Context: an optimization exercise on an open-source flow, tuned for small area, a short achievable clock period and few clock cycles per item. The choices shown serve that exercise and are no tape-out recipe. No functional check of the RTL was part of any run shown here.

==> flow/design.v, too long to show whole: its modules and the start of the top module <==
// module verilog_multiplier: 1378 lines
module verilog_multiplier(clk, rst, ready, op1, op2, res, done);
  // ...
==> flow/flow/run.sh <==
#!/bin/bash
# Own flow: the standard layout, except that synthesis runs Yosys's fine
# stage without its early "abc -fast", so that extract_fa finds the design's
# full adders as written (no inverter between adders). The standard synthesis
# runs first; its register names are given to the own netlist's registers,
# and the standard netlist is used as it is if the registers do not match.
set -uo pipefail
W=$(pwd)
R=$W/orfs/results/$FLOW_PLATFORM/verilog_multiplier/base
bash standard.sh synth > log_standard_synth.txt 2>&1 || exit 1
cp "$R/1_2_yosys.v" "$W/ref_1_2_yosys.v"
sed '1s/.*/proc synth {args} { if {[lsearch -glob $args "fine:*"] >= 0} { yosys synth -nofsm -noshare -noabc {*}$args } else { yosys synth -nofsm -noshare {*}$args } }/' synth_recipe.tcl > own_synth.tcl
sed "s|SYNTH_SCRIPT=[^ ]*|SYNTH_SCRIPT=$W/own_synth.tcl|" standard.sh > own_standard.sh
if bash own_standard.sh do-yosys > log_own_synth.txt 2>&1 \
   && python3 flow/rename.py "$W/ref_1_2_yosys.v" "$R/1_2_yosys.v" "$W/own_1_2_yosys.v" > log_rename.txt 2>&1; then
  cp "$W/own_1_2_yosys.v" "$R/1_2_yosys.v"
  echo "own synthesis used" >> log_rename.txt
else
  cp "$W/ref_1_2_yosys.v" "$R/1_2_yosys.v"
  echo "standard synthesis used" >> log_rename.txt
fi
rm -f "$R/1_synth.odb" "$R/1_synth.sdc"
bash standard.sh "BUFFER_PORTS_ARGS=-buffer_cell sky130_fd_sc_hd__buf_4" finish > log_standard_finish.txt 2>&1
==> flow/flow/rename.py <==
#!/usr/bin/env python3
# rename.py REF OWN OUT: give OWN's flip-flops the instance names that the
# standard synthesis (REF) gave the same registers. Registers are matched by
# their name without Yosys's "$_<cell>_" suffix. Exits 1 if the registers
# (count, names or cell types, drive strength aside) do not correspond.
import re, sys

pat = re.compile(r'^(\s*)(sky130_fd_sc_hd__(\w+?)_(\d+))\s+(\\\S+|\w+)\s*\(', re.M)

def flops(text):
    out = {}
    for m in pat.finditer(text):
        typ = m.group(3)
        if not (typ.startswith("df") or typ.startswith("edf") or typ.startswith("sdf") or typ.startswith("dl")):
            continue
        name = m.group(5)
        key = re.sub(r'\$_[A-Z0-9_]+_$', '', name.rstrip())
        if key in out:
            sys.exit("duplicate key %s" % key)
        out[key] = (typ, name)
    return out

ref = open(sys.argv[1]).read()
own = open(sys.argv[2]).read()
fr, fo = flops(ref), flops(own)
if set(fr) != set(fo):
    sys.exit("register sets differ: %s" % sorted(set(fr) ^ set(fo))[:10])
for k in fr:
    if fr[k][0] != fo[k][0]:
        sys.exit("cell type differs for %s: %s %s" % (k, fr[k][0], fo[k][0]))
ren = {fo[k][1]: fr[k][1] for k in fr if fo[k][1] != fr[k][1]}
def sub(m):
    name = m.group(5)
    if name in ren:
        return "%s%s %s (" % (m.group(1), m.group(2), ren[name] if ren[name].startswith("\\") is False else ren[name] + " ")
    return m.group(0)
new = pat.sub(sub, own)
# no instance name may clash after renaming
names = [m.group(5).rstrip() for m in pat.finditer(new)]
if len(names) != len(set(names)):
    sys.exit("name clash after renaming")
open(sys.argv[3], "w").write(new)
print("renamed %d of %d registers" % (len(ren), len(fr)))
==> flow/standard.sh <==
#!/bin/bash
# synth_recipe.tcl (not shown) runs the flow's synth.tcl, then flattens the netlist and writes it again
# the make line also repeats each setting of config.mk as NAME=value (left out here)
make -C /OpenROAD-flow-scripts/flow DESIGN_CONFIG=/design/flow/config.mk WORK_HOME=/design/flow/orfs CLKGATE_MAP_FILE= SYNTH_SCRIPT=/design/flow/synth_recipe.tcl "${@:-finish}"
==> flow/config.mk <==
export PLATFORM = sky130hd
export DESIGN_NAME = verilog_multiplier
export DESIGN_NICKNAME = verilog_multiplier
export VERILOG_FILES = /design/flow/design.v
export SDC_FILE = /design/flow/constraint.sdc
export NUM_CORES = 4
export LEC_CHECK = 0
export CAP_MARGIN = 20
export CORE_MARGIN = 2
export CORE_UTILIZATION = 40
export SETUP_SLACK_MARGIN = 1.5
export SLEW_MARGIN = 20
==> flow/constraint.sdc <==
create_clock -name core_clock -period 8.0 [get_ports {clk}]
set_input_delay 1.6000 -clock core_clock [delete_from_list [all_inputs] [get_ports {clk}]]
set_output_delay 1.6000 -clock core_clock [all_outputs]
set_load 0.01 [all_outputs]
==> impl_metrics.tcl, run 1 <==
set metrics [dict create \
    ant_nets 0 \
    avgRoutedWirePerCell_um 25.9 \
    cp_max_fo 5 \
    synth_warnings 1 \
    worst-path-buf-inv 2 \
    firstDrtPassIters 5 \
    post_synth_mux_area_share 0.0301 \
    post-place-cells 2953 \
    dr.max_layer_used "met4" \
    dpl_worst_slack_ps 1490 \
    timing.final.crit_share 0.783 \
    num_io_pins 100 \
    netlist_area_um2 23400 \
    first_global_vias 20200 \
    first_iter_violations 1697 \
    via_per_inst 6.24 \
    required_ps 6400 \
    worst_hold_path_type "register to register" \
    critPathSlowestCell "a211oi_1" \
    num-multi-input-gates 1908 \
    holdWs_ps 488 \
    grt.busiest_layer "met2" \
    setup_viol 0 \
    status "complete, no violations" \
    routed_wl_um 77400 \
    final_cells 2985 \
    diodes 0 \
    worst_slack_ps 1740 \
    tritoncts "built" \
    core_um2 57800 \
    grt.total_usage 0.261 \
    netlist_top_cells_area "fa_1, and3_1, dfxtp_1" \
    nNonClkInverters 42 \
    clk_share 0.0260 \
    grt.met1_usage 0.359 \
    rr_startpoint "st[0]$_DFFE_PP0P_" \
]
==> inputs of run 2 (changes only) <==
--- a/flow/design.v
+++ b/flow/design.v
@@ -10,3 +10,3 @@
     reg [47:0] S;
-    reg [47:12] C;
+    reg [47:16] C;
     reg        ccl;
@@ -36,3 +36,3 @@
     wire [47:0] tree_s, tree_c;
-    wire [11:0] t_lo;
+    wire [15:0] t_lo;
     wire t_cl;
@@ -411,30 +411,30 @@
 assign t_367 = (t_145 & t_150) | (t_145 & t_152) | (t_150 & t_152);
-assign t_368 = t_147 ^ t_154 ^ t_149;
-assign t_369 = (t_147 & t_154) | (t_147 & t_149) | (t_154 & t_149);
-assign t_370 = t_156 ^ t_158 ^ (a[0] & b[23] & idle);
-assign t_371 = (t_156 & t_158) | (t_156 & (a[0] & b[23] & idle)) | (t_158 & (a[0] & b[23] & idle));
+assign t_368 = (a[0] & b[23] & idle) ^ t_147 ^ t_154;
+assign t_369 = ((a[0] & b[23] & idle) & t_147) | ((a[0] & b[23] & idle) & t_154) | (t_147 & t_154);
+assign t_370 = t_149 ^ t_156 ^ t_158;
+assign t_371 = (t_149 & t_156) | (t_149 & t_158) | (t_156 & t_158);
 assign t_372 = t_151 ^ t_153 ^ t_162;
 assign t_373 = (t_151 & t_153) | (t_151 & t_162) | (t_153 & t_162);
-assign t_374 = t_164 ^ t_155 ^ t_157;
-assign t_375 = (t_164 & t_155) | (t_164 & t_157) | (t_155 & t_157);
-assign t_376 = t_166 ^ t_159 ^ t_168;
-assign t_377 = (t_166 & t_159) | (t_166 & t_168) | (t_159 & t_168);
-assign t_378 = t_170 ^ (a[1] & b[23] & idle) ^ t_161;
-assign t_379 = (t_170 & (a[1] & b[23] & idle)) | (t_170 & t_161) | ((a[1] & b[23] & idle) & t_161);
+assign t_374 = t_164 ^ (a[1] & b[23] & idle) ^ t_155;
+assign t_375 = (t_164 & (a[1] & b[23] & idle)) | (t_164 & t_155) | ((a[1] & b[23] & idle) & t_155);
+assign t_376 = t_157 ^ t_166 ^ t_159;
+assign t_377 = (t_157 & t_166) | (t_157 & t_159) | (t_166 & t_159);
+assign t_378 = t_161 ^ t_168 ^ t_170;
+assign t_379 = (t_161 & t_168) | (t_161 & t_170) | (t_168 & t_170);
 assign t_380 = t_163 ^ t_165 ^ t_174;
 assign t_381 = (t_163 & t_165) | (t_163 & t_174) | (t_165 & t_174);
-assign t_382 = t_176 ^ t_167 ^ t_169;
-assign t_383 = (t_176 & t_167) | (t_176 & t_169) | (t_167 & t_169);
-assign t_384 = t_178 ^ t_171 ^ t_180;
-assign t_385 = (t_178 & t_171) | (t_178 & t_180) | (t_171 & t_180);
-assign t_386 = t_182 ^ (a[2] & b[23] & idle) ^ t_173;
-assign t_387 = (t_182 & (a[2] & b[23] & idle)) | (t_182 & t_173) | ((a[2] & b[23] & idle) & t_173);
+assign t_382 = t_176 ^ (a[2] & b[23] & idle) ^ t_167;
+assign t_383 = (t_176 & (a[2] & b[23] & idle)) | (t_176 & t_167) | ((a[2] & b[23] & idle) & t_167);
+assign t_384 = t_169 ^ t_178 ^ t_171;
+assign t_385 = (t_169 & t_178) | (t_169 & t_171) | (t_178 & t_171);
+assign t_386 = t_173 ^ t_180 ^ t_182;
+assign t_387 = (t_173 & t_180) | (t_173 & t_182) | (t_180 & t_182);
 assign t_388 = t_175 ^ t_177 ^ t_186;
 assign t_389 = (t_175 & t_177) | (t_175 & t_186) | (t_177 & t_186);
-assign t_390 = t_188 ^ t_190 ^ t_179;
-assign t_391 = (t_188 & t_190) | (t_188 & t_179) | (t_190 & t_179);
-assign t_392 = t_181 ^ t_183 ^ t_192;
-assign t_393 = (t_181 & t_183) | (t_181 & t_192) | (t_183 & t_192);
-assign t_394 = t_194 ^ (a[3] & b[23] & idle) ^ t_185;
-assign t_395 = (t_194 & (a[3] & b[23] & idle)) | (t_194 & t_185) | ((a[3] & b[23] & idle) & t_185);
+assign t_390 = t_188 ^ t_190 ^ (a[3] & b[23] & idle);
+assign t_391 = (t_188 & t_190) | (t_188 & (a[3] & b[23] & idle)) | (t_190 & (a[3] & b[23] & idle));
+assign t_392 = t_179 ^ t_181 ^ t_183;
+assign t_393 = (t_179 & t_181) | (t_179 & t_183) | (t_181 & t_183);
+assign t_394 = t_185 ^ t_192 ^ t_194;
+assign t_395 = (t_185 & t_192) | (t_185 & t_194) | (t_192 & t_194);
 assign t_396 = t_187 ^ t_189 ^ t_191;
@@ -443,6 +443,6 @@
 assign t_399 = (t_198 & t_200) | (t_198 & t_202) | (t_200 & t_202);
-assign t_400 = t_204 ^ t_193 ^ t_195;
-assign t_401 = (t_204 & t_193) | (t_204 & t_195) | (t_193 & t_195);
-assign t_402 = t_206 ^ (a[4] & b[23] & idle) ^ t_197;
-assign t_403 = (t_206 & (a[4] & b[23] & idle)) | (t_206 & t_197) | ((a[4] & b[23] & idle) & t_197);
+assign t_400 = t_204 ^ (a[4] & b[23] & idle) ^ t_193;
+assign t_401 = (t_204 & (a[4] & b[23] & idle)) | (t_204 & t_193) | ((a[4] & b[23] & idle) & t_193);
+assign t_402 = t_195 ^ t_197 ^ t_206;
+assign t_403 = (t_195 & t_197) | (t_195 & t_206) | (t_197 & t_206);
 assign t_404 = t_199 ^ t_201 ^ t_203;
@@ -451,6 +451,6 @@
 assign t_407 = (t_205 & t_210) | (t_205 & t_212) | (t_210 & t_212);
-assign t_408 = t_214 ^ t_216 ^ t_207;
-assign t_409 = (t_214 & t_216) | (t_214 & t_207) | (t_216 & t_207);
-assign t_410 = t_218 ^ (a[5] & b[23] & idle) ^ t_209;
-assign t_411 = (t_218 & (a[5] & b[23] & idle)) | (t_218 & t_209) | ((a[5] & b[23] & idle) & t_209);
+assign t_408 = t_214 ^ t_216 ^ (a[5] & b[23] & idle);
+assign t_409 = (t_214 & t_216) | (t_214 & (a[5] & b[23] & idle)) | (t_216 & (a[5] & b[23] & idle));
+assign t_410 = t_207 ^ t_209 ^ t_218;
+assign t_411 = (t_207 & t_209) | (t_207 & t_218) | (t_209 & t_218);
 assign t_412 = t_211 ^ t_213 ^ t_215;
@@ -461,4 +461,4 @@
 assign t_417 = (t_226 & t_228) | (t_226 & t_230) | (t_228 & t_230);
-assign t_418 = t_219 ^ (a[6] & b[23] & idle) ^ t_221;
-assign t_419 = (t_219 & (a[6] & b[23] & idle)) | (t_219 & t_221) | ((a[6] & b[23] & idle) & t_221);
+assign t_418 = (a[6] & b[23] & idle) ^ t_219 ^ t_221;
+assign t_419 = ((a[6] & b[23] & idle) & t_219) | ((a[6] & b[23] & idle) & t_221) | (t_219 & t_221);
 assign t_420 = t_223 ^ t_225 ^ t_227;
@@ -621,40 +621,40 @@
 assign t_577 = (t_357 & t_359) | (t_357 & t_361) | (t_359 & t_361);
-assign t_578 = t_364 ^ t_366 ^ t_363;
-assign t_579 = (t_364 & t_366) | (t_364 & t_363) | (t_366 & t_363);
-assign t_580 = t_368 ^ t_370 ^ t_160;
-assign t_581 = (t_368 & t_370) | (t_368 & t_160) | (t_370 & t_160);
+assign t_578 = t_364 ^ t_366 ^ t_160;
+assign t_579 = (t_364 & t_366) | (t_364 & t_160) | (t_366 & t_160);
+assign t_580 = t_363 ^ t_368 ^ t_370;
+assign t_581 = (t_363 & t_368) | (t_363 & t_370) | (t_368 & t_370);
 assign t_582 = t_365 ^ t_367 ^ t_372;
 assign t_583 = (t_365 & t_367) | (t_365 & t_372) | (t_367 & t_372);
-assign t_584 = t_369 ^ t_374 ^ t_371;
-assign t_585 = (t_369 & t_374) | (t_369 & t_371) | (t_374 & t_371);
-assign t_586 = t_376 ^ t_172 ^ t_378;
-assign t_587 = (t_376 & t_172) | (t_376 & t_378) | (t_172 & t_378);
-assign t_588 = t_373 ^ t_380 ^ t_375;
-assign t_589 = (t_373 & t_380) | (t_373 & t_375) | (t_380 & t_375);
-assign t_590 = t_377 ^ t_382 ^ t_384;
-assign t_591 = (t_377 & t_382) | (t_377 & t_384) | (t_382 & t_384);
-assign t_592 = t_184 ^ t_379 ^ t_386;
-assign t_593 = (t_184 & t_379) | (t_184 & t_386) | (t_379 & t_386);
-assign t_594 = t_381 ^ t_388 ^ t_383;
-assign t_595 = (t_381 & t_388) | (t_381 & t_383) | (t_388 & t_383);
-assign t_596 = t_390 ^ t_385 ^ t_392;
-assign t_597 = (t_390 & t_385) | (t_390 & t_392) | (t_385 & t_392);
-assign t_598 = t_196 ^ t_387 ^ t_394;
-assign t_599 = (t_196 & t_387) | (t_196 & t_394) | (t_387 & t_394);
-assign t_600 = t_389 ^ t_396 ^ t_391;
-assign t_601 = (t_389 & t_396) | (t_389 & t_391) | (t_396 & t_391);
-assign t_602 = t_398 ^ t_393 ^ t_400;
-assign t_603 = (t_398 & t_393) | (t_398 & t_400) | (t_393 & t_400);
-assign t_604 = t_208 ^ t_395 ^ t_402;
-assign t_605 = (t_208 & t_395) | (t_208 & t_402) | (t_395 & t_402);
+assign t_584 = t_172 ^ t_369 ^ t_374;
+assign t_585 = (t_172 & t_369) | (t_172 & t_374) | (t_369 & t_374);
+assign t_586 = t_371 ^ t_376 ^ t_378;
+assign t_587 = (t_371 & t_376) | (t_371 & t_378) | (t_376 & t_378);
+assign t_588 = t_373 ^ t_375 ^ t_380;
+assign t_589 = (t_373 & t_375) | (t_373 & t_380) | (t_375 & t_380);
+assign t_590 = t_184 ^ t_382 ^ t_377;
+assign t_591 = (t_184 & t_382) | (t_184 & t_377) | (t_382 & t_377);
+assign t_592 = t_379 ^ t_384 ^ t_386;
+assign t_593 = (t_379 & t_384) | (t_379 & t_386) | (t_384 & t_386);
+assign t_594 = t_381 ^ t_383 ^ t_388;
+assign t_595 = (t_381 & t_383) | (t_381 & t_388) | (t_383 & t_388);
+assign t_596 = t_390 ^ t_196 ^ t_385;
+assign t_597 = (t_390 & t_196) | (t_390 & t_385) | (t_196 & t_385);
+assign t_598 = t_387 ^ t_392 ^ t_394;
+assign t_599 = (t_387 & t_392) | (t_387 & t_394) | (t_392 & t_394);
+assign t_600 = t_389 ^ t_391 ^ t_396;
+assign t_601 = (t_389 & t_391) | (t_389 & t_396) | (t_391 & t_396);
+assign t_602 = t_398 ^ t_208 ^ t_393;
+assign t_603 = (t_398 & t_208) | (t_398 & t_393) | (t_208 & t_393);
+assign t_604 = t_400 ^ t_395 ^ t_402;
+assign t_605 = (t_400 & t_395) | (t_400 & t_402) | (t_395 & t_402);
 assign t_606 = t_397 ^ t_399 ^ t_404;
 assign t_607 = (t_397 & t_399) | (t_397 & t_404) | (t_399 & t_404);
-assign t_608 = t_406 ^ t_401 ^ t_408;
-assign t_609 = (t_406 & t_401) | (t_406 & t_408) | (t_401 & t_408);
-assign t_610 = t_220 ^ t_403 ^ t_410;
-assign t_611 = (t_220 & t_403) | (t_220 & t_410) | (t_403 & t_410);
-assign t_612 = t_405 ^ t_407 ^ t_412;
-assign t_613 = (t_405 & t_407) | (t_405 & t_412) | (t_407 & t_412);
-assign t_614 = t_414 ^ t_416 ^ t_409;
-assign t_615 = (t_414 & t_416) | (t_414 & t_409) | (t_416 & t_409);
+assign t_608 = t_406 ^ t_408 ^ t_220;
+assign t_609 = (t_406 & t_408) | (t_406 & t_220) | (t_408 & t_220);
+assign t_610 = t_401 ^ t_403 ^ t_410;
+assign t_611 = (t_401 & t_403) | (t_401 & t_410) | (t_403 & t_410);
+assign t_612 = t_405 ^ t_407 ^ t_409;
+assign t_613 = (t_405 & t_407) | (t_405 & t_409) | (t_407 & t_409);
+assign t_614 = t_412 ^ t_414 ^ t_416;
+assign t_615 = (t_412 & t_414) | (t_412 & t_416) | (t_414 & t_416);
 assign t_616 = t_232 ^ t_411 ^ t_418;
@@ -663,36 +663,36 @@
 assign t_619 = (t_413 & t_415) | (t_413 & t_417) | (t_415 & t_417);
-assign t_620 = t_420 ^ t_422 ^ t_424;
-assign t_621 = (t_420 & t_422) | (t_420 & t_424) | (t_422 & t_424);
-assign t_622 = t_233 ^ t_426 ^ t_419;
-assign t_623 = (t_233 & t_426) | (t_233 & t_419) | (t_426 & t_419);
-assign t_624 = t_421 ^ t_423 ^ t_425;
-assign t_625 = (t_421 & t_423) | (t_421 & t_425) | (t_423 & t_425);
-assign t_626 = t_428 ^ t_430 ^ t_432;
-assign t_627 = (t_428 & t_430) | (t_428 & t_432) | (t_430 & t_432);
-assign t_628 = (a[8] & b[23] & idle) ^ t_427 ^ t_434;
-assign t_629 = ((a[8] & b[23] & idle) & t_427) | ((a[8] & b[23] & idle) & t_434) | (t_427 & t_434);
-assign t_630 = t_436 ^ t_429 ^ t_431;
-assign t_631 = (t_436 & t_429) | (t_436 & t_431) | (t_429 & t_431);
-assign t_632 = t_433 ^ t_438 ^ t_440;
-assign t_633 = (t_433 & t_438) | (t_433 & t_440) | (t_438 & t_440);
-assign t_634 = (a[9] & b[23] & idle) ^ t_435 ^ t_442;
-assign t_635 = ((a[9] & b[23] & idle) & t_435) | ((a[9] & b[23] & idle) & t_442) | (t_435 & t_442);
+assign t_620 = t_420 ^ t_233 ^ t_422;
+assign t_621 = (t_420 & t_233) | (t_420 & t_422) | (t_233 & t_422);
+assign t_622 = t_424 ^ t_426 ^ t_419;
+assign t_623 = (t_424 & t_426) | (t_424 & t_419) | (t_426 & t_419);
+assign t_624 = (a[8] & b[23] & idle) ^ t_421 ^ t_423;
+assign t_625 = ((a[8] & b[23] & idle) & t_421) | ((a[8] & b[23] & idle) & t_423) | (t_421 & t_423);
+assign t_626 = t_425 ^ t_427 ^ t_428;
+assign t_627 = (t_425 & t_427) | (t_425 & t_428) | (t_427 & t_428);
+assign t_628 = t_430 ^ t_432 ^ t_434;
+assign t_629 = (t_430 & t_432) | (t_430 & t_434) | (t_432 & t_434);
+assign t_630 = t_436 ^ (a[9] & b[23] & idle) ^ t_429;
+assign t_631 = (t_436 & (a[9] & b[23] & idle)) | (t_436 & t_429) | ((a[9] & b[23] & idle) & t_429);
+assign t_632 = t_431 ^ t_433 ^ t_435;
+assign t_633 = (t_431 & t_433) | (t_431 & t_435) | (t_433 & t_435);
+assign t_634 = t_438 ^ t_440 ^ t_442;
+assign t_635 = (t_438 & t_440) | (t_438 & t_442) | (t_440 & t_442);
 assign t_636 = t_437 ^ t_444 ^ t_446;
 assign t_637 = (t_437 & t_444) | (t_437 & t_446) | (t_444 & t_446);
-assign t_638 = t_439 ^ t_441 ^ t_448;
-assign t_639 = (t_439 & t_441) | (t_439 & t_448) | (t_441 & t_448);
-assign t_640 = (a[10] & b[23] & idle) ^ t_443 ^ t_450;
-assign t_641 = ((a[10] & b[23] & idle) & t_443) | ((a[10] & b[23] & idle) & t_450) | (t_443 & t_450);
+assign t_638 = (a[10] & b[23] & idle) ^ t_439 ^ t_441;
+assign t_639 = ((a[10] & b[23] & idle) & t_439) | ((a[10] & b[23] & idle) & t_441) | (t_439 & t_441);
+assign t_640 = t_443 ^ t_448 ^ t_450;
+assign t_641 = (t_443 & t_448) | (t_443 & t_450) | (t_448 & t_450);
 assign t_642 = t_445 ^ t_447 ^ t_452;
 assign t_643 = (t_445 & t_447) | (t_445 & t_452) | (t_447 & t_452);
-assign t_644 = t_454 ^ t_449 ^ t_456;
-assign t_645 = (t_454 & t_449) | (t_454 & t_456) | (t_449 & t_456);
-assign t_646 = (a[11] & b[23] & idle) ^ t_451 ^ t_458;
-assign t_647 = ((a[11] & b[23] & idle) & t_451) | ((a[11] & b[23] & idle) & t_458) | (t_451 & t_458);
+assign t_644 = t_454 ^ (a[11] & b[23] & idle) ^ t_449;
+assign t_645 = (t_454 & (a[11] & b[23] & idle)) | (t_454 & t_449) | ((a[11] & b[23] & idle) & t_449);
+assign t_646 = t_451 ^ t_456 ^ t_458;
+assign t_647 = (t_451 & t_456) | (t_451 & t_458) | (t_456 & t_458);
 assign t_648 = t_453 ^ t_455 ^ t_460;
 assign t_649 = (t_453 & t_455) | (t_453 & t_460) | (t_455 & t_460);
-assign t_650 = t_462 ^ t_464 ^ t_457;
-assign t_651 = (t_462 & t_464) | (t_462 & t_457) | (t_464 & t_457);
-assign t_652 = (a[12] & b[23] & idle) ^ t_459 ^ t_466;
-assign t_653 = ((a[12] & b[23] & idle) & t_459) | ((a[12] & b[23] & idle) & t_466) | (t_459 & t_466);
+assign t_650 = t_462 ^ t_464 ^ (a[12] & b[23] & idle);
+assign t_651 = (t_462 & t_464) | (t_462 & (a[12] & b[23] & idle)) | (t_464 & (a[12] & b[23] & idle));
+assign t_652 = t_457 ^ t_459 ^ t_466;
+assign t_653 = (t_457 & t_459) | (t_457 & t_466) | (t_459 & t_466);
 assign t_654 = t_461 ^ t_463 ^ t_465;
@@ -805,8 +805,8 @@
 assign t_761 = (t_578 & t_575) | (t_578 & t_580) | (t_575 & t_580);
-assign t_762 = t_577 ^ t_582 ^ t_579;
-assign t_763 = (t_577 & t_582) | (t_577 & t_579) | (t_582 & t_579);
-assign t_764 = t_581 ^ t_584 ^ t_586;
-assign t_765 = (t_581 & t_584) | (t_581 & t_586) | (t_584 & t_586);
-assign t_766 = t_583 ^ t_588 ^ t_585;
-assign t_767 = (t_583 & t_588) | (t_583 & t_585) | (t_588 & t_585);
+assign t_762 = t_577 ^ t_579 ^ t_582;
+assign t_763 = (t_577 & t_579) | (t_577 & t_582) | (t_579 & t_582);
+assign t_764 = t_584 ^ t_581 ^ t_586;
+assign t_765 = (t_584 & t_581) | (t_584 & t_586) | (t_581 & t_586);
+assign t_766 = t_583 ^ t_585 ^ t_588;
+assign t_767 = (t_583 & t_585) | (t_583 & t_588) | (t_585 & t_588);
 assign t_768 = t_590 ^ t_587 ^ t_592;
@@ -825,10 +825,10 @@
 assign t_781 = (t_603 & t_605) | (t_603 & t_610) | (t_605 & t_610);
-assign t_782 = t_607 ^ t_612 ^ t_609;
-assign t_783 = (t_607 & t_612) | (t_607 & t_609) | (t_612 & t_609);
+assign t_782 = t_607 ^ t_609 ^ t_612;
+assign t_783 = (t_607 & t_609) | (t_607 & t_612) | (t_609 & t_612);
 assign t_784 = t_614 ^ t_611 ^ t_616;
 assign t_785 = (t_614 & t_611) | (t_614 & t_616) | (t_611 & t_616);
-assign t_786 = t_613 ^ t_618 ^ t_615;
-assign t_787 = (t_613 & t_618) | (t_613 & t_615) | (t_618 & t_615);
-assign t_788 = t_620 ^ t_617 ^ t_622;
-assign t_789 = (t_620 & t_617) | (t_620 & t_622) | (t_617 & t_622);
+assign t_786 = t_613 ^ t_615 ^ t_618;
+assign t_787 = (t_613 & t_615) | (t_613 & t_618) | (t_615 & t_618);
+assign t_788 = t_620 ^ t_622 ^ t_617;
+assign t_789 = (t_620 & t_622) | (t_620 & t_617) | (t_622 & t_617);
 assign t_790 = t_619 ^ t_621 ^ t_624;
@@ -837,10 +837,10 @@
 assign t_793 = (t_626 & t_628) | (t_626 & t_623) | (t_628 & t_623);
-assign t_794 = t_625 ^ t_630 ^ t_627;
-assign t_795 = (t_625 & t_630) | (t_625 & t_627) | (t_630 & t_627);
-assign t_796 = t_632 ^ t_629 ^ t_634;
-assign t_797 = (t_632 & t_629) | (t_632 & t_634) | (t_629 & t_634);
+assign t_794 = t_625 ^ t_627 ^ t_630;
+assign t_795 = (t_625 & t_627) | (t_625 & t_630) | (t_627 & t_630);
+assign t_796 = t_629 ^ t_632 ^ t_634;
+assign t_797 = (t_629 & t_632) | (t_629 & t_634) | (t_632 & t_634);
 assign t_798 = t_636 ^ t_631 ^ t_633;
 assign t_799 = (t_636 & t_631) | (t_636 & t_633) | (t_631 & t_633);
-assign t_800 = t_638 ^ t_635 ^ t_640;
-assign t_801 = (t_638 & t_635) | (t_638 & t_640) | (t_635 & t_640);
+assign t_800 = t_635 ^ t_638 ^ t_640;
+assign t_801 = (t_635 & t_638) | (t_635 & t_640) | (t_638 & t_640);
 assign t_802 = t_637 ^ t_642 ^ t_639;
@@ -849,10 +849,10 @@
 assign t_805 = (t_644 & t_641) | (t_644 & t_646) | (t_641 & t_646);
-assign t_806 = t_643 ^ t_648 ^ t_645;
-assign t_807 = (t_643 & t_648) | (t_643 & t_645) | (t_648 & t_645);
-assign t_808 = t_650 ^ t_647 ^ t_652;
-assign t_809 = (t_650 & t_647) | (t_650 & t_652) | (t_647 & t_652);
-assign t_810 = t_649 ^ t_654 ^ t_656;
-assign t_811 = (t_649 & t_654) | (t_649 & t_656) | (t_654 & t_656);
-assign t_812 = t_651 ^ t_653 ^ t_658;
-assign t_813 = (t_651 & t_653) | (t_651 & t_658) | (t_653 & t_658);
+assign t_806 = t_643 ^ t_648 ^ t_650;
+assign t_807 = (t_643 & t_648) | (t_643 & t_650) | (t_648 & t_650);
+assign t_808 = t_645 ^ t_647 ^ t_652;
+assign t_809 = (t_645 & t_647) | (t_645 & t_652) | (t_647 & t_652);
+assign t_810 = t_649 ^ t_651 ^ t_654;
+assign t_811 = (t_649 & t_651) | (t_649 & t_654) | (t_651 & t_654);
+assign t_812 = t_656 ^ t_653 ^ t_658;
+assign t_813 = (t_656 & t_653) | (t_656 & t_658) | (t_653 & t_658);
 assign t_814 = t_655 ^ t_657 ^ t_660;
@@ -863,4 +863,4 @@
 assign t_819 = (t_666 & t_661) | (t_666 & t_663) | (t_661 & t_663);
-assign t_820 = t_668 ^ t_665 ^ t_670;
-assign t_821 = (t_668 & t_665) | (t_668 & t_670) | (t_665 & t_670);
+assign t_820 = t_665 ^ t_668 ^ t_670;
+assign t_821 = (t_665 & t_668) | (t_665 & t_670) | (t_668 & t_670);
 assign t_822 = t_667 ^ t_672 ^ t_674;
@@ -939,16 +939,16 @@
 assign t_895 = (t_783 & t_786) | (t_783 & t_785) | (t_786 & t_785);
-assign t_896 = t_787 ^ t_790 ^ t_789;
-assign t_897 = (t_787 & t_790) | (t_787 & t_789) | (t_790 & t_789);
-assign t_898 = t_791 ^ t_794 ^ t_793;
-assign t_899 = (t_791 & t_794) | (t_791 & t_793) | (t_794 & t_793);
+assign t_896 = t_787 ^ t_790 ^ t_792;
+assign t_897 = (t_787 & t_790) | (t_787 & t_792) | (t_790 & t_792);
+assign t_898 = t_794 ^ t_791 ^ t_793;
+assign t_899 = (t_794 & t_791) | (t_794 & t_793) | (t_791 & t_793);
 assign t_900 = t_795 ^ t_798 ^ t_797;
 assign t_901 = (t_795 & t_798) | (t_795 & t_797) | (t_798 & t_797);
-assign t_902 = t_802 ^ t_799 ^ t_801;
-assign t_903 = (t_802 & t_799) | (t_802 & t_801) | (t_799 & t_801);
-assign t_904 = t_803 ^ t_806 ^ t_805;
-assign t_905 = (t_803 & t_806) | (t_803 & t_805) | (t_806 & t_805);
-assign t_906 = t_810 ^ t_807 ^ t_809;
-assign t_907 = (t_810 & t_807) | (t_810 & t_809) | (t_807 & t_809);
-assign t_908 = t_811 ^ t_814 ^ t_813;
-assign t_909 = (t_811 & t_814) | (t_811 & t_813) | (t_814 & t_813);
+assign t_902 = t_799 ^ t_802 ^ t_801;
+assign t_903 = (t_799 & t_802) | (t_799 & t_801) | (t_802 & t_801);
+assign t_904 = t_806 ^ t_803 ^ t_805;
+assign t_905 = (t_806 & t_803) | (t_806 & t_805) | (t_803 & t_805);
+assign t_906 = t_807 ^ t_810 ^ t_809;
+assign t_907 = (t_807 & t_810) | (t_807 & t_809) | (t_810 & t_809);
+assign t_908 = t_811 ^ t_814 ^ t_816;
+assign t_909 = (t_811 & t_814) | (t_811 & t_816) | (t_814 & t_816);
 assign t_910 = t_815 ^ t_818 ^ t_820;
@@ -1011,6 +1011,6 @@
 assign t_967 = (t_879 & t_760) | (t_879 & t_880) | (t_760 & t_880);
-assign t_968 = t_881 ^ t_882 ^ t_764;
-assign t_969 = (t_881 & t_882) | (t_881 & t_764) | (t_882 & t_764);
-assign t_970 = t_883 ^ t_768 ^ t_884;
-assign t_971 = (t_883 & t_768) | (t_883 & t_884) | (t_768 & t_884);
+assign t_968 = t_764 ^ t_881 ^ t_882;
+assign t_969 = (t_764 & t_881) | (t_764 & t_882) | (t_881 & t_882);
+assign t_970 = t_768 ^ t_883 ^ t_884;
+assign t_971 = (t_768 & t_883) | (t_768 & t_884) | (t_883 & t_884);
 assign t_972 = t_772 ^ t_885 ^ t_886;
@@ -1025,4 +1025,4 @@
 assign t_981 = (t_788 & t_893) | (t_788 & t_894) | (t_893 & t_894);
-assign t_982 = t_792 ^ t_895 ^ t_896;
-assign t_983 = (t_792 & t_895) | (t_792 & t_896) | (t_895 & t_896);
+assign t_982 = t_789 ^ t_896 ^ t_895;
+assign t_983 = (t_789 & t_896) | (t_789 & t_895) | (t_896 & t_895);
 assign t_984 = t_796 ^ t_897 ^ t_898;
@@ -1037,4 +1037,4 @@
 assign t_993 = (t_812 & t_905) | (t_812 & t_906) | (t_905 & t_906);
-assign t_994 = t_816 ^ t_907 ^ t_908;
-assign t_995 = (t_816 & t_907) | (t_816 & t_908) | (t_907 & t_908);
+assign t_994 = t_813 ^ t_907 ^ t_908;
+assign t_995 = (t_813 & t_907) | (t_813 & t_908) | (t_907 & t_908);
 assign t_996 = t_817 ^ t_910 ^ t_909;
@@ -1069,2 +1069,6 @@
 wire lk_p0_11 = (tree_s[11] ^ tree_c[11]) & (tree_s[10] ^ tree_c[10]);
+wire lk_g0_13 = (tree_s[13] & tree_c[13]) | ((tree_s[13] ^ tree_c[13]) & (tree_s[12] & tree_c[12]));
+wire lk_p0_13 = (tree_s[13] ^ tree_c[13]) & (tree_s[12] ^ tree_c[12]);
+wire lk_g0_15 = (tree_s[15] & tree_c[15]) | ((tree_s[15] ^ tree_c[15]) & (tree_s[14] & tree_c[14]));
+wire lk_p0_15 = (tree_s[15] ^ tree_c[15]) & (tree_s[14] ^ tree_c[14]);
 wire lk_g1_2 = (tree_s[2] & tree_c[2]) | ((tree_s[2] ^ tree_c[2]) & lk_g0_1);
@@ -1081,2 +1085,6 @@
 wire lk_p1_11 = lk_p0_11 & lk_p0_9;
+wire lk_g1_14 = (tree_s[14] & tree_c[14]) | ((tree_s[14] ^ tree_c[14]) & lk_g0_13);
+wire lk_p1_14 = (tree_s[14] ^ tree_c[14]) & lk_p0_13;
+wire lk_g1_15 = lk_g0_15 | (lk_p0_15 & lk_g0_13);
+wire lk_p1_15 = lk_p0_15 & lk_p0_13;
 wire lk_g2_4 = (tree_s[4] & tree_c[4]) | ((tree_s[4] ^ tree_c[4]) & lk_g1_3);
@@ -1089,2 +1097,10 @@
 wire lk_p2_7 = lk_p1_7 & lk_p1_3;
+wire lk_g2_12 = (tree_s[12] & tree_c[12]) | ((tree_s[12] ^ tree_c[12]) & lk_g1_11);
+wire lk_p2_12 = (tree_s[12] ^ tree_c[12]) & lk_p1_11;
+wire lk_g2_13 = lk_g0_13 | (lk_p0_13 & lk_g1_11);
+wire lk_p2_13 = lk_p0_13 & lk_p1_11;
+wire lk_g2_14 = lk_g1_14 | (lk_p1_14 & lk_g1_11);
+wire lk_p2_14 = lk_p1_14 & lk_p1_11;
+wire lk_g2_15 = lk_g1_15 | (lk_p1_15 & lk_g1_11);
+wire lk_p2_15 = lk_p1_15 & lk_p1_11;
 wire lk_g3_8 = (tree_s[8] & tree_c[8]) | ((tree_s[8] ^ tree_c[8]) & lk_g2_7);
@@ -1097,28 +1113,28 @@
 wire lk_p3_11 = lk_p1_11 & lk_p2_7;
-assign t_cl = lk_g3_11;
-assign t_lo = {((tree_s[11] ^ tree_c[11]) ^ lk_g3_10), ((tree_s[10] ^ tree_c[10]) ^ lk_g3_9), ((tree_s[9] ^ tree_c[9]) ^ lk_g3_8), ((tree_s[8] ^ tree_c[8]) ^ lk_g2_7), ((tree_s[7] ^ tree_c[7]) ^ lk_g2_6), ((tree_s[6] ^ tree_c[6]) ^ lk_g2_5), ((tree_s[5] ^ tree_c[5]) ^ lk_g2_4), ((tree_s[4] ^ tree_c[4]) ^ lk_g1_3), ((tree_s[3] ^ tree_c[3]) ^ lk_g1_2), ((tree_s[2] ^ tree_c[2]) ^ lk_g0_1), ((tree_s[1] ^ tree_c[1]) ^ (tree_s[0] & tree_c[0])), (tree_s[0] ^ tree_c[0])};
+wire lk_g3_12 = lk_g2_12 | (lk_p2_12 & lk_g2_7);
+wire lk_p3_12 = lk_p2_12 & lk_p2_7;
+wire lk_g3_13 = lk_g2_13 | (lk_p2_13 & lk_g2_7);
+wire lk_p3_13 = lk_p2_13 & lk_p2_7;
+wire lk_g3_14 = lk_g2_14 | (lk_p2_14 & lk_g2_7);
+wire lk_p3_14 = lk_p2_14 & lk_p2_7;
+wire lk_g3_15 = lk_g2_15 | (lk_p2_15 & lk_g2_7);
+wire lk_p3_15 = lk_p2_15 & lk_p2_7;
+assign t_cl = lk_g3_15;
+assign t_lo = {((tree_s[15] ^ tree_c[15]) ^ lk_g3_14), ((tree_s[14] ^ tree_c[14]) ^ lk_g3_13), ((tree_s[13] ^ tree_c[13]) ^ lk_g3_12), ((tree_s[12] ^ tree_c[12]) ^ lk_g3_11), ((tree_s[11] ^ tree_c[11]) ^ lk_g3_10), ((tree_s[10] ^ tree_c[10]) ^ lk_g3_9), ((tree_s[9] ^ tree_c[9]) ^ lk_g3_8), ((tree_s[8] ^ tree_c[8]) ^ lk_g2_7), ((tree_s[7] ^ tree_c[7]) ^ lk_g2_6), ((tree_s[6] ^ tree_c[6]) ^ lk_g2_5), ((tree_s[5] ^ tree_c[5]) ^ lk_g2_4), ((tree_s[4] ^ tree_c[4]) ^ lk_g1_3), ((tree_s[3] ^ tree_c[3]) ^ lk_g1_2), ((tree_s[2] ^ tree_c[2]) ^ lk_g0_1), ((tree_s[1] ^ tree_c[1]) ^ (tree_s[0] & tree_c[0])), (tree_s[0] ^ tree_c[0])};
 assign t_ha = tree_s[47:23] ^ tree_c[47:23];
 assign t_hb = tree_s[46:23] & tree_c[46:23];
-wire mk_g0_1 = (S[12] & C[12]) | ((S[12] ^ C[12]) & ccl);
-wire mk_p0_1 = (S[12] ^ C[12]) & 1'b0;
-wire mk_g0_3 = (S[14] & C[14]) | ((S[14] ^ C[14]) & (S[13] & C[13]));
-wire mk_p0_3 = (S[14] ^ C[14]) & (S[13] ^ C[13]);
-wire mk_g0_5 = (S[16] & C[16]) | ((S[16] ^ C[16]) & (S[15] & C[15]));
-wire mk_p0_5 = (S[16] ^ C[16]) & (S[15] ^ C[15]);
-wire mk_g0_7 = (S[18] & C[18]) | ((S[18] ^ C[18]) & (S[17] & C[17]));
-wire mk_p0_7 = (S[18] ^ C[18]) & (S[17] ^ C[17]);
-wire mk_g0_9 = (S[20] & C[20]) | ((S[20] ^ C[20]) & (S[19] & C[19]));
-wire mk_p0_9 = (S[20] ^ C[20]) & (S[19] ^ C[19]);
-wire mk_g1_2 = (S[13] & C[13]) | ((S[13] ^ C[13]) & mk_g0_1);
-wire mk_p1_2 = (S[13] ^ C[13]) & mk_p0_1;
+wire mk_g0_1 = (S[16] & C[16]) | ((S[16] ^ C[16]) & ccl);
+wire mk_p0_1 = (S[16] ^ C[16]) & 1'b0;
+wire mk_g0_3 = (S[18] & C[18]) | ((S[18] ^ C[18]) & (S[17] & C[17]));
+wire mk_p0_3 = (S[18] ^ C[18]) & (S[17] ^ C[17]);
+wire mk_g0_5 = (S[20] & C[20]) | ((S[20] ^ C[20]) & (S[19] & C[19]));
+wire mk_p0_5 = (S[20] ^ C[20]) & (S[19] ^ C[19]);
+wire mk_g1_2 = (S[17] & C[17]) | ((S[17] ^ C[17]) & mk_g0_1);
+wire mk_p1_2 = (S[17] ^ C[17]) & mk_p0_1;
 wire mk_g1_3 = mk_g0_3 | (mk_p0_3 & mk_g0_1);
 wire mk_p1_3 = mk_p0_3 & mk_p0_1;
-wire mk_g1_6 = (S[17] & C[17]) | ((S[17] ^ C[17]) & mk_g0_5);
-wire mk_p1_6 = (S[17] ^ C[17]) & mk_p0_5;
-wire mk_g1_7 = mk_g0_7 | (mk_p0_7 & mk_g0_5);
-wire mk_p1_7 = mk_p0_7 & mk_p0_5;
-wire mk_g1_10 = (S[21] & C[21]) | ((S[21] ^ C[21]) & mk_g0_9);
-wire mk_p1_10 = (S[21] ^ C[21]) & mk_p0_9;
-wire mk_g2_4 = (S[15] & C[15]) | ((S[15] ^ C[15]) & mk_g1_3);
-wire mk_p2_4 = (S[15] ^ C[15]) & mk_p1_3;
+wire mk_g1_6 = (S[21] & C[21]) | ((S[21] ^ C[21]) & mk_g0_5);
+wire mk_p1_6 = (S[21] ^ C[21]) & mk_p0_5;
+wire mk_g2_4 = (S[19] & C[19]) | ((S[19] ^ C[19]) & mk_g1_3);
+wire mk_p2_4 = (S[19] ^ C[19]) & mk_p1_3;
 wire mk_g2_5 = mk_g0_5 | (mk_p0_5 & mk_g1_3);
@@ -1127,12 +1143,4 @@
 wire mk_p2_6 = mk_p1_6 & mk_p1_3;
-wire mk_g2_7 = mk_g1_7 | (mk_p1_7 & mk_g1_3);
-wire mk_p2_7 = mk_p1_7 & mk_p1_3;
-wire mk_g3_8 = (S[19] & C[19]) | ((S[19] ^ C[19]) & mk_g2_7);
-wire mk_p3_8 = (S[19] ^ C[19]) & mk_p2_7;
-wire mk_g3_9 = mk_g0_9 | (mk_p0_9 & mk_g2_7);
-wire mk_p3_9 = mk_p0_9 & mk_p2_7;
-wire mk_g3_10 = mk_g1_10 | (mk_p1_10 & mk_g2_7);
-wire mk_p3_10 = mk_p1_10 & mk_p2_7;
-wire c22 = mk_g3_10;
-wire [21:0] lo = {((S[21] ^ C[21]) ^ mk_g3_9), ((S[20] ^ C[20]) ^ mk_g3_8), ((S[19] ^ C[19]) ^ mk_g2_7), ((S[18] ^ C[18]) ^ mk_g2_6), ((S[17] ^ C[17]) ^ mk_g2_5), ((S[16] ^ C[16]) ^ mk_g2_4), ((S[15] ^ C[15]) ^ mk_g1_3), ((S[14] ^ C[14]) ^ mk_g1_2), ((S[13] ^ C[13]) ^ mk_g0_1), ((S[12] ^ C[12]) ^ ccl), S[11:0]};
+wire c22 = mk_g2_6;
+wire [21:0] lo = {((S[21] ^ C[21]) ^ mk_g2_5), ((S[20] ^ C[20]) ^ mk_g2_4), ((S[19] ^ C[19]) ^ mk_g1_3), ((S[18] ^ C[18]) ^ mk_g1_2), ((S[17] ^ C[17]) ^ mk_g0_1), ((S[16] ^ C[16]) ^ ccl), S[15:0]};
 wire [47:22] ha = {S[47:23], S[22] ^ C[22]};
@@ -1356,4 +1364,4 @@
     always @(posedge clk) begin
-        S <= {t_ha, tree_s[22:12], t_lo} | (p_next & {48{~idle}});
-        C <= {t_hb, 1'b0, tree_c[22:12]};
+        S <= {t_ha, tree_s[22:16], t_lo} | (p_next & {48{~idle}});
+        C <= {t_hb, 1'b0, tree_c[22:16]};
         ccl <= t_cl;
--- a/flow/flow/run.sh
+++ b/flow/flow/run.sh
@@ -22,2 +22,2 @@
 rm -f "$R/1_synth.odb" "$R/1_synth.sdc"
-bash standard.sh "BUFFER_PORTS_ARGS=-buffer_cell sky130_fd_sc_hd__buf_4" finish > log_standard_finish.txt 2>&1
+bash standard.sh "BUFFER_PORTS_ARGS=-buffer_cell sky130_fd_sc_hd__buf_2" finish > log_standard_finish.txt 2>&1
==> flow/flow/rename.py (replaced) <==
#!/usr/bin/env python3
# rename.py REF OWN OUT: make OWN's flip-flops match those of the standard
# synthesis REF: the same instance names and cell types (drive strength may
# differ). Registers are paired by the net their Q drives. Where the two
# syntheses inferred an enable differently, the register is rebuilt in REF's
# cell type with the same function: an enable flip-flop with its enable tied
# high, or a plain flip-flop behind a 2:1 multiplexer. Exits 1 if registers
# cannot be paired.
import re, sys

inst_re = re.compile(r'^(\s*)(sky130_fd_sc_hd__(\w+?)_(\d+))\s+(\\\S+\s|\w+)\s*\((.*?)\);', re.M | re.S)
pin_re = re.compile(r'\.(\w+)\(([^()]*)\)')

def is_ff(base):
    return base.startswith(("df", "edf", "sdf", "dl"))

def flops(text):
    out = {}
    for m in inst_re.finditer(text):
        base = m.group(3)
        if not is_ff(base):
            continue
        pins = {p: n.strip() for p, n in pin_re.findall(m.group(6))}
        q = pins.get("Q") or pins.get("Q_N")
        if q is None or q in out:
            sys.exit("cannot key register %s" % m.group(5))
        out[q] = (base, m.group(5).strip(), pins, m)
    return out

ref = open(sys.argv[1]).read()
own = open(sys.argv[2]).read()
fr, fo = flops(ref), flops(own)
if set(fr) != set(fo):
    sys.exit("register sets differ: %s" % sorted(set(fr) ^ set(fo))[:10])

def esc(name):
    return name + " " if name.startswith("\\") else name

edits = {}   # start offset -> (end offset, replacement)
extra = []
decl = []
need_one = False
renamed = converted = 0
for q, (rbase, rname, rpins, _) in fr.items():
    obase, oname, opins, m = fo[q]
    ind = m.group(1)
    if rbase == obase:
        if oname != rname:
            text = m.group(0)
            new = text.replace(m.group(5), esc(rname), 1)
            edits[m.start()] = (m.end(), new)
            renamed += 1
        continue
    pins = ", ".join(".%s(%s)" % (p, n) for p, n in opins.items())
    if rbase == "edfxtp" and obase == "dfxtp":
        new = "%ssky130_fd_sc_hd__edfxtp_1 %s (.CLK(%s), .D(%s), .DE(my_one), .Q(%s));" % (
            ind, esc(rname), esc(opins["CLK"]), esc(opins["D"]), esc(opins["Q"]))
        need_one = True
    elif rbase == "dfxtp" and obase == "edfxtp":
        mo = "my_mux_%d" % converted
        decl.append("  wire %s;" % mo)
        extra.append("  sky130_fd_sc_hd__mux2_1 %s_c (.A0(%s), .A1(%s), .S(%s), .X(%s));" % (
            mo, esc(opins["Q"]), esc(opins["D"]), esc(opins["DE"]), mo))
        new = "%ssky130_fd_sc_hd__dfxtp_1 %s (.CLK(%s), .D(%s), .Q(%s));" % (
            ind, esc(rname), esc(opins["CLK"]), mo, esc(opins["Q"]))
    else:
        sys.exit("cell type differs for %s: %s %s" % (q, rbase, obase))
    edits[m.start()] = (m.end(), new)
    converted += 1

out, pos = [], 0
for start in sorted(edits):
    end, new = edits[start]
    out.append(own[pos:start]); out.append(new); pos = end
out.append(own[pos:])
text = "".join(out)
if need_one:
    decl.append("  wire my_one, my_zero;")
    extra.append("  sky130_fd_sc_hd__conb_1 my_tie (.HI(my_one), .LO(my_zero));")
if extra:
    i = text.rindex("endmodule")
    text = text[:i] + "\n".join(extra) + "\n" + text[i:]
if decl:
    i = text.index("\n  wire ")
    text = text[:i + 1] + "\n".join(decl) + "\n" + text[i + 1:]
# the result must pair with REF exactly
f2 = flops(text)
for q, (rbase, rname, _, _) in fr.items():
    if q not in f2 or f2[q][0] != rbase or f2[q][1] != rname:
        sys.exit("pairing failed for %s" % q)
names = [m.group(5).strip() for m in inst_re.finditer(text)]
if len(names) != len(set(names)):
    sys.exit("name clash after renaming")
open(sys.argv[3], "w").write(text)
print("renamed %d, rebuilt %d of %d registers" % (renamed, converted, len(fr)))
--- a/flow/config.mk
+++ b/flow/config.mk
@@ -9,4 +9,4 @@
 export CORE_MARGIN = 2
-export CORE_UTILIZATION = 40
-export SETUP_SLACK_MARGIN = 1.5
+export CORE_UTILIZATION = 60
+export SETUP_SLACK_MARGIN = 2.0
 export SLEW_MARGIN = 20
==> run 2 against run 1 <==
  * Area after synthesis shrank 1.6%
  * Wire length fell by 5.4%
  * Non-clock buffer count is 4 higher
  * Die area fell by 34%
  * Synthesized cell count shrank 2.1%
  * Critical endpoint is now S[27]$_DFF_P_
  * Sequential share of layout area hardly changed
  * First-iteration DRC count increased by 5.2%
  * Largest cell class unchanged
  * Still clean
  * Critical path depth shrank 4
  * Via count shrank 0.62%
  * Cell area decreased by 3.4%
==> impl_metrics.tcl, run 2 <==
set metrics [dict create \
    die_height_um 200 \
    synth.largest_area_cell "fa_1" \
    ctsHtreeMaxLevel 4 \
    syn-num-nets 2908 \
    relSlewSlack 0.269 \
    layout_common_cells "and3_1, fa_1, ha_1" \
    period_minus_slack_ps 5930 \
    cp_slowest_stage_delay_ps 590 \
    post-place-cells 2655 \
    clock-sinks 120 \
    cp-end-kind "register" \
    synth_fa_ha_area_frac 0.489 \
    ys_ff_latch 120 \
    netlist_top_cells_area "fa_1, and3_1, dfxtp_1" \
    ys_async_sr_fraction 0.0333 \
    clk_path_buf_depth 2 \
    worstMarginPinSlew_ps 1100 \
    multi_input_area_um2 19500 \
    portBuffers 99 \
    synth_ff_type "dfxtp_1" \
    yosysUniqueCellTypes 77 \
    worst_slack_ps 2070 \
    final_cells 2690 \
    core_um2 37800 \
    rsz0062_at_grt "true" \
    antenna_found_initial 0 \
    firstDrtPassIters 7 \
    num_io_pins 100 \
    tritoncts "built" \
    post_synth_mux_area_share 0.0327 \
    fillCellCount 3120 \
    regArea_um2 2560 \
    clk_pin_slew_ps 60 \
    synth-edff-count 14 \
    avgSynthCellArea_um2 10.3 \
    largest_register "S" \
    ant_nets 0 \
    grt.total_usage 0.378 \
    dpl.hpwl_um 48500 \
    drc_errors 0 \
    cap_violations 0 \
    reg.largest.list "S: 48 flops, C: 31 flops, pay: 22 flops" \
    row_count 71 \
    dieWidth_um 200 \
    vias 18500 \
    clkLatencyLatePin_ps 440 \
    layout_commonest_cell "and3_1" \
    ys_top_cells_by_count "and3_1, fa_1, clkbuf_1" \
    start_kind "input pin" \
    yosysSeqAreaShare 0.111 \
    cts_made_buffers 17 \
    grt_pass1_wl_um 112000 \
    final_layout_size_suffix_gt1_frac 0.0909 \
    required_ps 8310 \
    largest_register_ffs 48 \
    via_per_inst 6.88 \
    overflow 0 \
    worst-path-buf-inv 1 \
    syn_inst 2237 \
    first_global_vias 19200 \
    r2r_slack_ps 2310 \
    synth_warnings 1 \
    holdWs_ps 498 \
    grt_max_degree 155 \
    crit_family "adder cells" \
    path_cells "buf_2 > and3_1 > fa_1 > fa_1 > fa_1 > fa_1 > fa_1 > fa_1 > fa_1 > ha_1 > a21oi_1 > o21ai_1" \
    status "complete, no violations" \
    dpl_cell_area_um2 23500 \
    hold_violations 0 \
    setup_viol 0 \
    fin_setup_tns_ps 0 \
    synth_xor_area_frac 0.0349 \
    routed_wl_um 73300 \
    slew_viol_final 0 \
    synth_most_common_cell "and3_1" \
    avgRoutedWirePerCell_um 27.2 \
    first_iter_violations 1786 \
    finClkSkew_ps 6.20 \
    cp_common_cell "fa_1" \
    stdcell_area_um2 24200 \
    area_growth_pct 5.05 \
    critPathKind "input pin to register" \
    synth-simple-area-share 0.203 \
    synth_compound_area_frac 0.0867 \
    worst_hold_path_type "register to register" \
    dieArea_um2 40000 \
    fin_util 0.641 \
    netlist_area_um2 23000 \
    synth_top_family_by_area "adder cells" \
    dpl_worst_slack_ps 1550 \
    synth_top_cell_area_share 0.429 \
    postCtsHoldBufs 0 \
    cts-root-buf "clkbuf_16" \
    critPathSlowestCell "fa_1" \
    clock.fmax_mhz 169 \
    fin_nets 2836 \
    arrival_ps 6240 \
    cp_max_fo 26 \
    start_util 0.610 \
    place_congestion 0.933 \
    timing.final.crit_share 0.742 \
]
[run 2: path summary, 6_finish.rpt]
| path | start | endpoint | cells past startpoint |
|---|---|---|---|
| min in group asynchronous | rst | st[0]$_DFFE_PP0P_ | 2 |
| max | op1[13] | S[27]$_DFF_P_ | 12 |
| min reg2reg | S[0]$_DFF_P_ | S[1]$_DFF_P_ | 2 |
| min | S[0]$_DFF_P_ | S[1]$_DFF_P_ | 2 |
| max reg2reg | st[0]$_DFFE_PP0P_ | S[28]$_DFF_P_ | 13 |
| max in group asynchronous | rst | rndr$_DFF_PP1_ | 2 |
[run 2: tightest hold or removal path: cells and delay by family, from the launching register on]
kind           cells  cell delay, ps
flip-flops         1             330
AO/OA/AOI/OAI      2             130
[run 2: cell type report]
class                      instances  share of cell area
tap                              511              0.0264
inverter                          35             0.00543
clock buffer                      18              0.0177
sequential                       120               0.106
timing repair buffer             118              0.0302
clock inverter                    14             0.00605
antenna                            1            0.000103
multi-input combinational       1873               0.808
[run 2: routing by layer]
layer	up-vias	GRT usage	routed length, µm
met5	-	0.00741	37
met4	2	0.130	2260
met3	174	0.0990	7900
met2	1119	0.573	32800
met1	9515	0.530	30300
li1	7694	-	-
[run 2: logic make-up (layout without fill, tap and decap cells)]
family                   count (synthesis)  count (layout)
other                                    0               1
AO/OA/AOI/OAI                          308             308
XOR/XNOR                                90              90
multiplexers                            72              72
AND/OR/NAND/NOR                        798             798
buffers and inverters                  244             185
flip-flops                             120             120
adder cells (fa/ha/maj)                605             605
[run 2: timing repair]
item                       in CTS  in global routing
pin swaps                       1                  2
gates resized for setup         1                 25
setup endpoints to repair       9                 25
buffers inserted                1                  1
cloned                          0                  0

separate check: timing with driven ports:
How much do the figures lean on ideal ports? The routed layouts below were timed once more, with nothing changed but the port constraints.
Step 1, drivers: a clkbuf_16 drives clk and a buf_2 each remaining input, both assumed.
Step 2 also shifts input and output timing later by t, the mid clock arrival at the registers, as if the neighbouring blocks saw the same clock.
Three values: ideal ports, drivers, drivers and shift; two values: the first two.
| run | t (ns) | slack for setup (ns) | worst slew at a driven data input, ns | pins driven straight from the clock port |
|---|---|---|---|---|
| run 1 | 0.480 | 1.737 / 1.691 / 1.484 | 0.04 | 1 |
| run 2 | 0.490 | 2.067 / 2.091 / 1.600 | 0.04 | 1 |
After both steps setup and hold are still met in every run listed. The setup slack of run 2, which loses most, moves by +0.024 ns with the drivers and by -0.467 ns with both steps.
